Source: an optimization exercise on an open RTL-to-GDS flow (aim: small area). Production flows keep margins and buffers that such runs may drop. In this exercise RTL edits were held to simulation tests only and were not proved equivalent to the original. Power is estimated from default activity; no workload was simulated.

run 1:
## DPA
module DPA (clk,reset,IM_A, IM_Q,IM_D,IM_WEN,CR_A,CR_Q);
input clk;
input reset;
output [19:0] IM_A;
input [23:0] IM_Q;
output [23:0] IM_D;
output IM_WEN;
output [8:0] CR_A;
input [12:0] CR_Q;
genvar k;
reg [2:0] ph;
reg [18:0] hi;
reg [1:0] pno;
reg [19:0] fb, pa;
reg sz128, sz256;
reg [5:0] sec, min;
reg [4:0] hour;
reg [29:0] acc;
reg pb;
wire ph0 = (ph == 3'd0);
wire ph1 = (ph == 3'd1);
wire ph2 = (ph == 3'd2);
wire ph3 = (ph == 3'd3);
wire ph4 = ph[2];
wire [19:0] hc;
wire [18:0] hn;
assign hc[0] = 1'b1;
generate for (k = 0; k < 19; k = k + 1) begin : hinc
	assign hn[k] = hi[k] ^ hc[k];
	assign hc[k+1] = hi[k] & hc[k];
end endgenerate
wire wrap = hc[19];
wire init = ~(hi[18] | hi[17] | hi[16]);
wire hdr  = (hi[18:12] == 7'd30);
wire clk1 = (hi[18:12] == 7'd31);
wire clk2 = (hi[18:12] == 7'd80);
wire clkd = clk1 | clk2;
wire pass = ~hi[18] & hi[17] & ~hi[15];
wire first = ~hi[16];
wire rl = wrap | init;
wire [18:0] hload = {hn[18:17], hn[16:13] | {4{rl}}, hn[12:11], hn[10] | rl, hn[9], hn[8:7] | {2{rl}}, hn[6:0]};
always @(posedge clk or posedge reset)
	if (reset) begin
		ph <= 3'd0;
		hi <= 19'd0;
	end else begin
		ph <= {ph3, ph2 | (ph1), ph0 | ph2};
		if (ph4) hi <= hload;
	end
wire [1:0] pnext = {pno[1] ^ pno[0], ~pno[0]};
wire plast = ({pno == 2'd3, pnext} == IM_Q[2:0]);
always @(posedge clk or posedge reset)
	if (reset) pno <= 2'd0;
	else if (wrap & ph4) pno <= plast ? 2'd0 : pnext;
always @(posedge clk) begin
	if (init & ph3) fb <= IM_Q[19:0];
	if (hdr & ph2) pa <= IM_Q[19:0];
	if (hdr & ph3) begin
		sz128 <= IM_Q[7];
		sz256 <= IM_Q[8];
	end
end
wire tinc = (wrap & ph4) | (clk2 & (hi[11:0] == 12'd0) & ph0);
wire [6:0] sc, mc;
wire [5:0] sn, mn;
wire [5:0] hrc;
wire [4:0] hn5;
assign sc[0] = 1'b1;
assign mc[0] = 1'b1;
assign hrc[0] = 1'b1;
generate for (k = 0; k < 6; k = k + 1) begin : tinc6
	assign sn[k] = sec[k] ^ sc[k];
	assign sc[k+1] = sec[k] & sc[k];
	assign mn[k] = min[k] ^ mc[k];
	assign mc[k+1] = min[k] & mc[k];
end endgenerate
generate for (k = 0; k < 5; k = k + 1) begin : tinc5
	assign hn5[k] = hour[k] ^ hrc[k];
	assign hrc[k+1] = hour[k] & hrc[k];
  ...
Size: roughly 630 cells after synthesis, roughly 7100 um2 of cells after synthesis.
export LEC_CHECK = 0
export CAP_MARGIN = 20
export CORE_MARGIN = 2
export CORE_UTILIZATION = 40
export CTS_BUF_LIST = sky130_fd_sc_hd__clkbuf_4
export CTS_CLUSTER_SIZE = 20
export SLEW_MARGIN = 20
create_clock -name core_clock -period 10.0 [get_ports {clk}]
standard.sh (not shown) runs the stock make flow with config.mk's settings and CLKGATE_MAP_FILE= SYNTH_SCRIPT=/design/flow/synth_recipe.tcl, a recipe that flattens the netlist after the stock synthesis.
==> flow/flow/run.sh <==
#!/bin/bash
# The standard layout with three changes:
#  - the combinational part of the standard synthesis is re-mapped with a
#    stronger ABC area script (flow/remap.sh; registers untouched),
#  - ports are buffered with buf_1 instead of the default buffer,
#  - clock tree with clkbuf_4 and no dummy loads.
set -euo pipefail
W=$(pwd)
export BUFFER_PORTS_ARGS="-buffer_cell sky130_fd_sc_hd__buf_1"
export CTS_ARGS="-sink_clustering_enable -repair_clock_nets -buf_list sky130_fd_sc_hd__clkbuf_8 -sink_clustering_size 40 -dont_use_dummy_load"
bash standard.sh synth > "$W/flow_synth.log" 2>&1
R=$W/orfs/results/sky130hd/DPA/base
LIB=$FLOW_HOME/platforms/sky130hd/lib/sky130_fd_sc_hd__tt_025C_1v80.lib
if [[ -x $FLOW_HOME/../tools/install/yosys/bin/yosys ]]; then
  export YOSYS=$FLOW_HOME/../tools/install/yosys/bin/yosys
fi
cp "$R/1_2_yosys.v" "$W/synth_standard.v"
mkdir -p "$W/remap"
bash "$W/flow/remap.sh" "$W/synth_standard.v" "$W/remap/remapped.v" "$LIB" "$W/remap" > "$W/flow_remap.log" 2>&1
cp "$W/remap/remapped.v" "$R/1_2_yosys.v"
rm -f "$R/1_synth.odb" "$R/1_synth.sdc"
bash standard.sh > "$W/flow_layout.log" 2>&1
Other scripts of this flow, unchanged in this note and not shown: flow/flow/remap.sh
Run 1 reached the final stage; the timing, design-rule and antenna checks on its layout passed.
For run 2, these inputs were changed with respect to run 1:
- a change of CORE_UTILIZATION from 40 to 50
- a change of SLEW_MARGIN from 20 to 10
- a change of CAP_MARGIN from 20 to 10
diff --git a/flow/flow/run.sh b/flow/flow/run.sh
--- a/flow/flow/run.sh
+++ b/flow/flow/run.sh
@@ -10 +10 @@
-export CTS_ARGS="-sink_clustering_enable -repair_clock_nets -buf_list sky130_fd_sc_hd__clkbuf_8 -sink_clustering_size 40 -dont_use_dummy_load"
+export CTS_ARGS="-sink_clustering_enable -repair_clock_nets -buf_list sky130_fd_sc_hd__clkbuf_4 -sink_clustering_size 20 -dont_use_dummy_load"
## What came out
On proportion of layout cells with a drive suffix above 1, the higher figure sits with run 2, not run 1.
Run 2 against run 1: final clock skew now larger, via count decreased by 22 relative to the old numbers.
In the tables for run 1 and run 2, minimum hold slack reads higher with run 2.
Delta(met1 track demand over resource, run 2 - run 1) > 0
Higher worst reg-to-reg setup slack goes to run 2 over run 1.
## Diff of input files: run 3 against run 2
- SLEW_MARGIN now 0, was 10
- CAP_MARGIN now 0, was 10
- CORE_UTILIZATION now 40, was 50
## What came out
- Global-route track usage on met1 in run 3 is 5.4 points lower than in run 2
- Run 3 ends up with a overall global routing resource usage that is 4.8 points lower than in run 2.
- Going from run 2 to run 3, register-to-register slack went down 0.02 ns; standby leakage power went down 0.029 nW; routed length per instance went down 3.1%.
- Every stage of the flow completed for run 3, and the final layout passed the timing, design-rule and antenna checks.
- Total number of vias: run 2 vs run 3 — no meaningful difference
What run 4 does differently from run 3 at the input level:
- SLEW_MARGIN changed from 0 to 20
- CAP_MARGIN changed from 0 to 20
diff --git a/flow/flow/run.sh b/flow/flow/run.sh
--- a/flow/flow/run.sh
+++ b/flow/flow/run.sh
@@ -10 +10 @@
-export CTS_ARGS="-sink_clustering_enable -repair_clock_nets -buf_list sky130_fd_sc_hd__clkbuf_4 -sink_clustering_size 20 -dont_use_dummy_load"
+export CTS_ARGS="-sink_clustering_enable -repair_clock_nets -buf_list sky130_fd_sc_hd__clkbuf_16 -sink_clustering_size 60 -dont_use_dummy_load"
### Flow results
Run 4 did not stop at any stage, and its layout met the timing, design-rule and antenna checks.
Run 4 — clock share of power 14 points higher, run 3 as reference
Relative to run 3, share of power burned in registers has gone down in run 4.
Run 4 -> run 3: non-clock buffer share of cell area flat
Higher power share of the combinational group was reported by run 3, not run 4.

DPA, a different RTL version from the one above (not shown whole).
Size in the first run: about 110 flip-flops, about 0.0091 mm² of cells after synthesis.
Settings: LEC_CHECK=0, ABC_AREA=1, CAP_MARGIN=20, CORE_MARGIN=2, CORE_UTILIZATION=40, SLEW_MARGIN=20; clock period 10.0 ns.
run.sh (not shown) runs the stock make flow with config.mk's settings and CLKGATE_MAP_FILE= SYNTH_SCRIPT=/design/flow/synth_recipe.tcl, a recipe that flattens the netlist after the stock synthesis.
Stock flow here: none of the scripts above is used.
Rerun with:
--- a/flow/config.mk
+++ b/flow/config.mk
@@ -8 +7,0 @@
-export ABC_AREA = 1
Cell count drops by roughly a tenth.
Wire length went down by a few percent.
Core utilization rose by 0.11 points.
Clock skew is about the same.
Final area fell slightly.
Synthesized area goes down slightly.
Total power is lower by a few percent.
Count of clock-buffer cells in the layout does not change.
Combinational power decreases by a few percent.
Die area falls slightly.

job 632:
Another version of the RTL of DPA (not shown whole).
Size: ~93 I/O pins, about 7300 µm² of cells after synthesis.
==> flow/design.v (excerpt) <==
module DPA (clk,reset,IM_A, IM_Q,IM_D,IM_WEN,CR_A,CR_Q);
input clk;
input reset;
output [19:0] IM_A;
input [23:0] IM_Q;
output [23:0] IM_D;
output IM_WEN;
output [8:0] CR_A;
input [12:0] CR_Q;
genvar k;
reg [2:0] ph;
reg [18:0] hi;
reg [1:0] pno;
reg [19:0] fb, pa;
reg sz128, sz256;
reg [5:0] sec, min;
reg [4:0] hour;
reg [29:0] acc;
reg pb;
wire ph0 = (ph == 3'd0);
wire ph1 = (ph == 3'd1);
wire ph2 = (ph == 3'd2);
wire ph3 = (ph == 3'd3);
wire ph4 = ph[2];
wire [19:0] hc;
wire [18:0] hn;
assign hc[0] = 1'b1;
generate for (k = 0; k < 19; k = k + 1) begin : hinc
	assign hn[k] = hi[k] ^ hc[k];
	assign hc[k+1] = hi[k] & hc[k];
end endgenerate
wire wrap = hc[19];
wire init = ~(hi[18] | hi[17] | hi[16]);
wire hdr  = (hi[18:12] == 7'd30);
wire clk1 = (hi[18:12] == 7'd31);
wire clk2 = (hi[18:12] == 7'd80);
wire clkd = clk1 | clk2;
wire pass = ~hi[18] & hi[17] & ~hi[15];
wire first = ~hi[16];
wire rl = wrap | init;
wire [18:0] hload = {hn[18:17], hn[16:13] | {4{rl}}, hn[12:11], hn[10] | rl, hn[9], hn[8:7] | {2{rl}}, hn[6:0]};
always @(posedge clk or posedge reset)
	if (reset) begin
		ph <= 3'd0;
		hi <= 19'd0;
	end else begin
		ph <= {ph3, ph2 | (ph1), ph0 | ph2};
		if (ph4) hi <= hload;
	end
wire [1:0] pnext = {pno[1] ^ pno[0], ~pno[0]};
wire plast = ({pno == 2'd3, pnext} == IM_Q[2:0]);
always @(posedge clk or posedge reset)
	if (reset) pno <= 2'd0;
	else if (wrap & ph4) pno <= plast ? 2'd0 : pnext;
always @(posedge clk) begin
	if (init & ph3) fb <= IM_Q[19:0];
	if (hdr & ph2) pa <= IM_Q[19:0];
	if (hdr & ph3) begin
		sz128 <= IM_Q[7];
		sz256 <= IM_Q[8];
	end
end
wire tinc = (wrap | ((hi[18:12] == 7'd79) & hc[12])) & ph4;
wire [6:0] sc, mc;
wire [5:0] sn, mn;
wire [5:0] hrc;
wire [4:0] hn5;
assign sc[0] = 1'b1;
assign mc[0] = 1'b1;
assign hrc[0] = 1'b1;
generate for (k = 0; k < 6; k = k + 1) begin : tinc6
	assign sn[k] = sec[k] ^ sc[k];
	assign sc[k+1] = sec[k] & sc[k];
	assign mn[k] = min[k] ^ mc[k];
	assign mc[k+1] = min[k] & mc[k];
end endgenerate
generate for (k = 0; k < 5; k = k + 1) begin : tinc5
	assign hn5[k] = hour[k] ^ hrc[k];
	assign hrc[k+1] = hour[k] & hrc[k];
end endgenerate
wire s59 = sec[5] & sec[4] & sec[3] & sec[1] & sec[0];
wire m59 = min[5] & min[4] & min[3] & min[1] & min[0];
wire h23 = hour[4] & hour[2] & hour[1] & hour[0];
always @(posedge clk) begin
  ...
export LEC_CHECK = 0
export CAP_MARGIN = 0
export CORE_MARGIN = 2
export CORE_UTILIZATION = 40
export CTS_BUF_LIST = sky130_fd_sc_hd__clkbuf_4
export CTS_CLUSTER_SIZE = 20
export SLEW_MARGIN = 0
create_clock -name core_clock -period 10.0 [get_ports {clk}]
standard.sh (not shown) runs the stock make flow with config.mk's settings and CLKGATE_MAP_FILE= SYNTH_SCRIPT=/design/flow/synth_recipe.tcl, a recipe that flattens the netlist after the stock synthesis.
==> flow/flow/run.sh <==
#!/bin/bash
# The standard layout with three changes:
#  - the combinational part of the standard synthesis is re-mapped with a
#    stronger ABC area script (flow/remap.sh; registers untouched),
#  - ports are buffered with buf_1 instead of the default buffer,
#  - clock tree with clkbuf_4 and no dummy loads.
set -euo pipefail
W=$(pwd)
export BUFFER_PORTS_ARGS="-buffer_cell sky130_fd_sc_hd__buf_1"
export CTS_ARGS="-sink_clustering_enable -repair_clock_nets -buf_list sky130_fd_sc_hd__clkbuf_4 -sink_clustering_size 20 -dont_use_dummy_load"
bash standard.sh synth > "$W/flow_synth.log" 2>&1
R=$W/orfs/results/sky130hd/DPA/base
LIB=$FLOW_HOME/platforms/sky130hd/lib/sky130_fd_sc_hd__tt_025C_1v80.lib
if [[ -x $FLOW_HOME/../tools/install/yosys/bin/yosys ]]; then
  export YOSYS=$FLOW_HOME/../tools/install/yosys/bin/yosys
fi
cp "$R/1_2_yosys.v" "$W/synth_standard.v"
mkdir -p "$W/remap"
bash "$W/flow/remap.sh" "$W/synth_standard.v" "$W/remap/remapped.v" "$LIB" "$W/remap" > "$W/flow_remap.log" 2>&1
cp "$W/remap/remapped.v" "$R/1_2_yosys.v"
rm -f "$R/1_synth.odb" "$R/1_synth.sdc"
bash standard.sh > "$W/flow_layout.log" 2>&1
==> flow/flow/remap.sh <==
#!/bin/bash
# Re-map the combinational logic of the standard synthesis netlist with a
# stronger ABC area script.  Flip-flops, full/half adders and tie cells are
# kept as they are (same instances, same names).
# usage: remap.sh IN.v OUT.v LIB WORKDIR
set -euo pipefail
IN=$1; OUT=$2; LIB=$3; WD=$4
YOSYS=${YOSYS:-$(command -v yosys || echo /OpenROAD-flow-scripts/tools/install/yosys/bin/yosys)}
DONT="sky130_fd_sc_hd__lpflow_bleeder_1 sky130_fd_sc_hd__lpflow_clkbufkapwr_1 sky130_fd_sc_hd__lpflow_clkbufkapwr_16 sky130_fd_sc_hd__lpflow_clkbufkapwr_2 sky130_fd_sc_hd__lpflow_clkbufkapwr_4 sky130_fd_sc_hd__lpflow_clkbufkapwr_8 sky130_fd_sc_hd__lpflow_clkinvkapwr_1 sky130_fd_sc_hd__lpflow_clkinvkapwr_16 sky130_fd_sc_hd__lpflow_clkinvkapwr_2 sky130_fd_sc_hd__lpflow_clkinvkapwr_4 sky130_fd_sc_hd__lpflow_clkinvkapwr_8 sky130_fd_sc_hd__lpflow_decapkapwr_12 sky130_fd_sc_hd__lpflow_decapkapwr_3 sky130_fd_sc_hd__lpflow_decapkapwr_4 sky130_fd_sc_hd__lpflow_decapkapwr_6 sky130_fd_sc_hd__lpflow_decapkapwr_8 sky130_fd_sc_hd__lpflow_inputiso0n_1 sky130_fd_sc_hd__lpflow_inputiso0p_1 sky130_fd_sc_hd__lpflow_inputiso1n_1 sky130_fd_sc_hd__lpflow_inputiso1p_1 sky130_fd_sc_hd__lpflow_inputisolatch_1 sky130_fd_sc_hd__lpflow_isobufsrc_1 sky130_fd_sc_hd__lpflow_isobufsrc_16 sky130_fd_sc_hd__lpflow_isobufsrc_2 sky130_fd_sc_hd__lpflow_isobufsrc_4 sky130_fd_sc_hd__lpflow_isobufsrc_8 sky130_fd_sc_hd__lpflow_isobufsrckapwr_16 sky130_fd_sc_hd__lpflow_lsbuf_lh_hl_isowell_tap_1 sky130_fd_sc_hd__lpflow_lsbuf_lh_hl_isowell_tap_2 sky130_fd_sc_hd__lpflow_lsbuf_lh_hl_isowell_tap_4 sky130_fd_sc_hd__lpflow_lsbuf_lh_isowell_4 sky130_fd_sc_hd__lpflow_lsbuf_lh_isowell_tap_1 sky130_fd_sc_hd__lpflow_lsbuf_lh_isowell_tap_2 sky130_fd_sc_hd__lpflow_lsbuf_lh_isowell_tap_4 sky130_fd_sc_hd__probe_p_8 sky130_fd_sc_hd__probec_p_8 "
cells=$(grep -o "sky130_fd_sc_hd__[a-z0-9_]*" "$IN" | sort -u)
keep=""
for c in $cells; do
  case $c in
    *__df*|*__edf*|*__sdf*|*__fa_*|*__ha_*|*__conb_*) keep="$keep $c";;
  esac
done
cat > "$WD/remap.abc" <<'EOA'
strash
&get -n
&deepsyn -T 60
&dch -f
&nf -R 1000
&put
EOA
{
  echo "read_liberty -ignore_miss_func $LIB"
  for c in $keep; do echo "setattr -mod -set blackbox 1 $c"; done
  echo "read_verilog $IN"
  echo "hierarchy -top DPA"
  echo "flatten"
  echo "opt_clean -purge"
  echo "tee -o $WD/remap_before.txt stat -liberty $LIB"
  dargs=""
  for d in $DONT; do dargs="$dargs -dont_use $d"; done
  echo "abc -liberty $LIB -script $WD/remap.abc $dargs"
  echo "hilomap -singleton -hicell sky130_fd_sc_hd__conb_1 HI -locell sky130_fd_sc_hd__conb_1 LO"
  echo "opt_clean -purge"
  echo "insbuf -buf sky130_fd_sc_hd__buf_4 A X"
  echo "rename -enumerate"
  echo "tee -o $WD/remap_after.txt stat -liberty $LIB"
  echo "write_verilog -noattr -noexpr -nohex -nodec $OUT"
} > "$WD/remap.ys"
"$YOSYS" -s "$WD/remap.ys"
The inputs of job 8809 differ from those of job 632 as listed below.
Settings: swapping 20 for 16 in CTS_CLUSTER_SIZE.
-- flow/flow/run.sh --
<<< job 632, line 10
export CTS_ARGS="-sink_clustering_enable -repair_clock_nets -buf_list sky130_fd_sc_hd__clkbuf_4 -sink_clustering_size 20 -dont_use_dummy_load"
>>> job 8809, line 10
export CTS_ARGS="-sink_clustering_enable -repair_clock_nets -buf_list sky130_fd_sc_hd__clkbuf_4 -sink_clustering_size 16 -dont_use_dummy_load"
-- flow/flow/remap.sh --
<<< job 632, line 3
# stronger ABC area script.  Flip-flops, full/half adders and tie cells are
# kept as they are (same instances, same names).
>>> job 8809, line 3
# stronger ABC area script.  Flip-flops, full adders and tie cells are kept
# as they are (same instances, same names); half adders are re-mapped with
# the rest of the logic.
<<< job 632, line 14
    *__df*|*__edf*|*__sdf*|*__fa_*|*__ha_*|*__conb_*) keep="$keep $c";;
>>> job 8809, line 15
    *__df*|*__edf*|*__sdf*|*__fa_*|*__conb_*) keep="$keep $c";;
==> results.txt <==
Across job 632 and job 8809, the outcome is the same: a clean finish for every run. Going from job 632 to job 8809, minimum clock period after layout grows by 310 ps. Changes observed in job 8809 relative to job 632: length of routed wiring on met1 up 450 µm, standby leakage power lower, total number of vias picked up an extra 1.9%. Note that the critical path depth recorded for job 632 amounts to 0.839 times the value seen in job 8809. Re count of fill cells added during filler insertion: job 8809 is 97 down on job 632. Core util | job 8809 vs job 632 | job 8809 higher. On number of buffers on the longest clock path, job 632 and job 8809 are basically level.
[inputs] job 9306 vs job 8809
-- flow/flow/remap.sh --
<<< job 8809, line 3
# stronger ABC area script.  Flip-flops, full adders and tie cells are kept
# as they are (same instances, same names); half adders are re-mapped with
# the rest of the logic.
>>> job 9306, line 3
# stronger ABC area script.  Flip-flops, full/half adders and tie cells are
# kept as they are (same instances, same names).
<<< job 8809, line 15
    *__df*|*__edf*|*__sdf*|*__fa_*|*__conb_*) keep="$keep $c";;
>>> job 9306, line 14
    *__df*|*__edf*|*__sdf*|*__fa_*|*__ha_*|*__conb_*) keep="$keep $c";;
Results
Summary of job 9306 over job 8809: met2 capacity usage during global routing went down, met2 routed wirelength now sits lower, sequential share of layout area went down by 2.4 points, utilization after layout fell by 1.0 points, largest net degree at the start of global routing increased by 8 relative to the old numbers. Job 9306 vs job 8809: buffer count excluding the clock tree in the final layout down in job 9306. Job 9306 ended with every stage complete and zero timing, DRC or antenna violations. Of job 8809 and job 9306, the run reporting the lower standby leakage power was job 8809. Job 9306 improves on job 8809 in total power. Compared with job 8809, job 9306 shows a higher total nets after synthesis.

[what the ideal ports hide]
In the flow no input, the clock included, has a driving cell. The finished layouts below were timed again as built, in two steps.
Step 1 (the two cells are an assumption about what drives the block):
set clk [get_ports {clk}]
set_driving_cell -lib_cell sky130_fd_sc_hd__clkbuf_16 $clk
set_driving_cell -lib_cell sky130_fd_sc_hd__buf_2 [delete_from_list [all_inputs] $clk]
Step 2, shift: input delay + t, output delay - t, t = (earliest + latest rising clock arrival at the registers) / 2. This alone moves slack from input paths to output paths.
Slacks: no drivers / after step 1 / after step 2; pairs: no drivers / after step 1.
| run | t (ns) | slack for setup (ns) | worst setup path at the end | latest minus earliest clock arrival (ns) | slew at the worst register clock pin (ns) |
|---|---|---|---|---|---|
| run 1 | 0.449 | 0.273 / 0.238 / 0.687 | register to output | 0.040 / 0.040 | 0.08 / 0.08 |
| run 2 | 0.541 | 0.231 / 0.194 / 0.735 | register to output | 0.046 / 0.046 | 0.12 / 0.12 |
| run 3 | 0.527 | 0.307 / 0.273 / 0.800 | register to output | 0.059 / 0.060 | 0.12 / 0.12 |
| run 4 | 0.444 | 0.241 / 0.202 / 0.646 | register to output | 0.039 / 0.040 | 0.06 / 0.06 |
| the first run of note 2 | 0.459 | 2.581 / 2.535 / 2.630 | input to output | 0.013 / 0.012 | 0.06 / 0.06 |
| the second run of note 2 | 0.457 | 1.632 / 1.586 / 2.043 | register to output | 0.015 / 0.015 | 0.06 / 0.06 |
| job 632 | 0.535 | 0.778 / 0.742 / 1.277 | register to output | 0.046 / 0.046 | 0.10 / 0.10 |
| job 8809 | 0.535 | 0.473 / 0.438 / 0.973 | register to output | 0.048 / 0.048 | 0.11 / 0.11 |
| job 9306 | 0.535 | 0.778 / 0.742 / 1.277 | register to output | 0.046 / 0.046 | 0.10 / 0.10 |
After both steps every run listed still meets setup and hold.
